This design comes from an exercise in tuning for small area on the open sky130 flow, not from production work.
The RTL was checked by simulation tests, not by an equivalence proof against the original design.
Power is estimated from default activity; no workload was simulated.

Design Snake, start of the top module:
module Snake(
	input up,
	input down,
	input left,
	input right,
	input reset,
	input clk,
	output reg B,
	output reg R,
	output G,
	output VS,
	output HS,
	output [3:0] AN,
	output [6:0] seven,
	input speed);
	parameter SLOW_BIT = 17;
	parameter FAST_BIT = 14;
	reg [4:0] hr, vr;
	reg [5:0] hq;
	reg [4:0] vq;
	wire h0 = (hq == 0) & (hr == 0);
	wire blank = ~((((hq < 6'd32) & ~h0) | ((hq == 6'd32) & (hr == 0))) & (vq < 5'd24));
	assign HS = ~(((hq == 6'd32) & (hr >= 5'd9)) | ((hq >= 6'd33) & (hq <= 6'd36)) |
	              ((hq == 6'd37) & (hr <= 5'd4)));
	assign VS = ~((vq == 5'd24) & (h0 ? (vr[4:1] == 4'd1 & vr[0]) | (vr == 5'd4) : (vr[4:1] == 4'd1)));
	wire h_end = (hq == 6'd40) & (hr == 5'd0);
	wire v_end = (vq == 5'd26) & (vr == 5'd5);
	always @(posedge clk) begin
		if (reset) begin
			hq <= 0; hr <= 0; vq <= 0; vr <= 0;
		end else begin
			if (h_end) begin
				hq <= 0; hr <= 0;
				if (v_end) begin
					vq <= 0; vr <= 0;
				end else if (vr == 5'd19) begin
					vr <= 0; vq <= vq + 1'b1;
				end else
					vr <= vr + 1'b1;
			end else if (hr == 5'd19) begin
				hr <= 0; hq <= hq + 1'b1;
			end else
  ...
Size in the first run: about 1500 cells after synthesis.
export LEC_CHECK = 0
export CAP_MARGIN = 20
export CORE_MARGIN = 2
export CORE_UTILIZATION = 40
export SLEW_MARGIN = 20
create_clock -name core_clock -period 40.0 [get_ports {clk}]
standard.sh (not shown) runs the stock make flow with config.mk's settings and CLKGATE_MAP_FILE= SYNTH_SCRIPT=/design/flow/synth_recipe.tcl, a recipe that flattens the netlist after the stock synthesis.
==> flow/flow/run.sh <==
#!/bin/bash
# Layout flow: the standard flow, except that the synthesis maps the
# logic for area (no Kogge-Stone carry units, no half/full adder extraction,
# an area-oriented abc script).  The registers of this synthesis are checked
# against the standard synthesis; if they differ in name, count or cell type,
# the standard synthesis netlist is used instead.
set -uo pipefail
HERE=$(pwd)
R=$HERE/orfs/results/$FLOW_PLATFORM/Snake/base
RA=$HERE/orfs_area/results/$FLOW_PLATFORM/Snake/base

# 1. the standard synthesis
bash standard.sh synth > synth_standard.log 2>&1 || { echo "standard synthesis failed"; exit 1; }
cp $R/1_2_yosys.v $HERE/standard_1_2_yosys.v

# 2. the area-oriented synthesis, in a work folder of its own
sed -e "s#log_cmd abc {\*}\$abc_args#log_cmd abc -script $HERE/flow/area.abc {*}[lrange \$abc_args 2 end]#" \
    -e "s#\"-extra-map \$::env(FLOW_HOME)/platforms/common/lcu_kogge_stone.v\"#\"\"#" \
    -e "s#^  extract_fa {\*}\[dont_use_extract_fa_args\]#  \# extract_fa skipped#" \
    $FLOW_HOME/scripts/synth.tcl > $HERE/synth_area.tcl
sed -e "s#source \$::env(SCRIPTS_DIR)/synth.tcl#source $HERE/synth_area.tcl#" synth_recipe.tcl > $HERE/synth_recipe_area.tcl
sed -e "s#WORK_HOME=$HERE/orfs #WORK_HOME=$HERE/orfs_area #" \
    -e "s#SYNTH_SCRIPT=[^ ]*#SYNTH_SCRIPT=$HERE/synth_recipe_area.tcl#" standard.sh > $HERE/standard_area.sh
grep -c "orfs_area" standard_area.sh > /dev/null && grep -c "synth_recipe_area" standard_area.sh > /dev/null && \
  grep -c "extract_fa skipped" synth_area.tcl > /dev/null && \
  bash standard_area.sh synth > synth_area.log 2>&1
ok=0
if [[ -f $RA/1_2_yosys.v ]]; then
  regs() { grep -E '^\s*sky130_fd_sc_hd__(df|edf|sdf|sedf|dl)[a-z0-9_]* ' "$1" | awk '{print $1, $2}' | sort; }
  regs $R/1_2_yosys.v > regs_standard.txt
  regs $RA/1_2_yosys.v > regs_area.txt
  if [[ -s regs_standard.txt ]] && cmp -s regs_standard.txt regs_area.txt; then ok=1; fi
fi
if [[ $ok == 1 ]]; then
  echo "using the area-oriented synthesis ($(wc -l < regs_area.txt) registers match)"
  cp $RA/1_2_yosys.v $R/1_2_yosys.v
  rm -f $R/1_synth.odb $R/1_synth.sdc
else
  echo "registers differ or area synthesis failed: using the standard synthesis"
fi

# 3. the rest of the standard flow, with a clock tree of small clusters of
#    small buffers and no dummy loads, and the smallest buffer on the ports
bash standard.sh finish \
  "CTS_ARGS=-sink_clustering_enable -repair_clock_nets -dont_use_dummy_load -sink_clustering_size 10 -sink_clustering_max_diameter 50 -buf_list sky130_fd_sc_hd__clkbuf_4" \
  "BUFFER_PORTS_ARGS=-buffer_cell sky130_fd_sc_hd__buf_1" > layout.log 2>&1 || { echo "layout failed"; tail -20 layout.log; exit 1; }
Other scripts of this flow, unchanged in this note and not shown: flow/flow/area.abc
Edit:
--- a/flow/design.v
+++ b/flow/design.v
@@ -13,31 +13,35 @@
 	output HS,
 	output [3:0] AN,
 	output [6:0] seven,
 	input speed);
 	parameter SLOW_BIT = 17;
 	parameter FAST_BIT = 14;
 	reg [4:0] hr, vr;
 	reg [5:0] hq;
 	reg [4:0] vq;
 	wire h0 = (hq == 0) & (hr == 0);
 	wire blank = ~((((hq < 6'd32) & ~h0) | ((hq == 6'd32) & (hr == 0))) & (vq < 5'd24));
-	assign HS = ~(((hq == 6'd32) & (hr >= 5'd9)) | ((hq >= 6'd33) & (hq <= 6'd36)) |
-	              ((hq == 6'd37) & (hr <= 5'd4)));
-	assign VS = ~((vq == 5'd24) & (h0 ? (vr[4:1] == 4'd1 & vr[0]) | (vr == 5'd4) : (vr[4:1] == 4'd1)));
+	reg hs_r, vs_r;
+	assign HS = hs_r;
+	assign VS = vs_r;
 	wire h_end = (hq == 6'd40) & (hr == 5'd0);
 	wire v_end = (vq == 5'd26) & (vr == 5'd5);
 	always @(posedge clk) begin
 		if (reset) begin
 			hq <= 0; hr <= 0; vq <= 0; vr <= 0;
+			hs_r <= 1'b1; vs_r <= 1'b1;
 		end else begin
+			hs_r <= ~(((hq == 6'd32) & (hr >= 5'd8)) | ((hq >= 6'd33) & (hq <= 6'd36)) |
+			          ((hq == 6'd37) & (hr <= 5'd3)));
+			vs_r <= ~((vq == 5'd24) & (vr[4:1] == 4'd1));
 			if (h_end) begin
 				hq <= 0; hr <= 0;
 				if (v_end) begin
 					vq <= 0; vr <= 0;
 				end else if (vr == 5'd19) begin
 					vr <= 0; vq <= vq + 1'b1;
 				end else
 					vr <= vr + 1'b1;
 			end else if (hr == 5'd19) begin
 				hr <= 0; hq <= hq + 1'b1;
 			end else
What happened: The changed run completed with no timing, DRC or antenna violations; hold slack loses 0.016 ns; final area is about the same; utilization hardly moves; maximum frequency goes up by 8.5%; power climbs by about 7%.

## what the ideal ports hide
The results above use ideal ports. As a check the final layouts listed here were re-extracted and re-timed, cells and wires unchanged. Step 1, drivers: a clkbuf_16 drives clk and a buf_2 each remaining input, both assumed. Step 2, shift: input delay + t, output delay - t, t = (earliest + latest rising clock arrival at the registers) / 2. This alone moves slack from input paths to output paths. a / b / c = ideal ports / drivers / drivers and shift; a / b = the first two.
| run | t (ns) | setup WS [ns] | worst hold slack (ns) |
|---|---|---|---|
| the first run | 0.718 | 27.828 / 27.854 / 27.136 | 0.457 / 0.457 / 0.457 |
| the second run | 0.733 | 28.777 / 28.802 / 28.069 | 0.441 / 0.441 / 0.441 |
After both steps setup and hold are still met in every run listed. The setup slack of the second run, which loses most, moves by +0.025 ns with the drivers and by -0.708 ns with both steps.
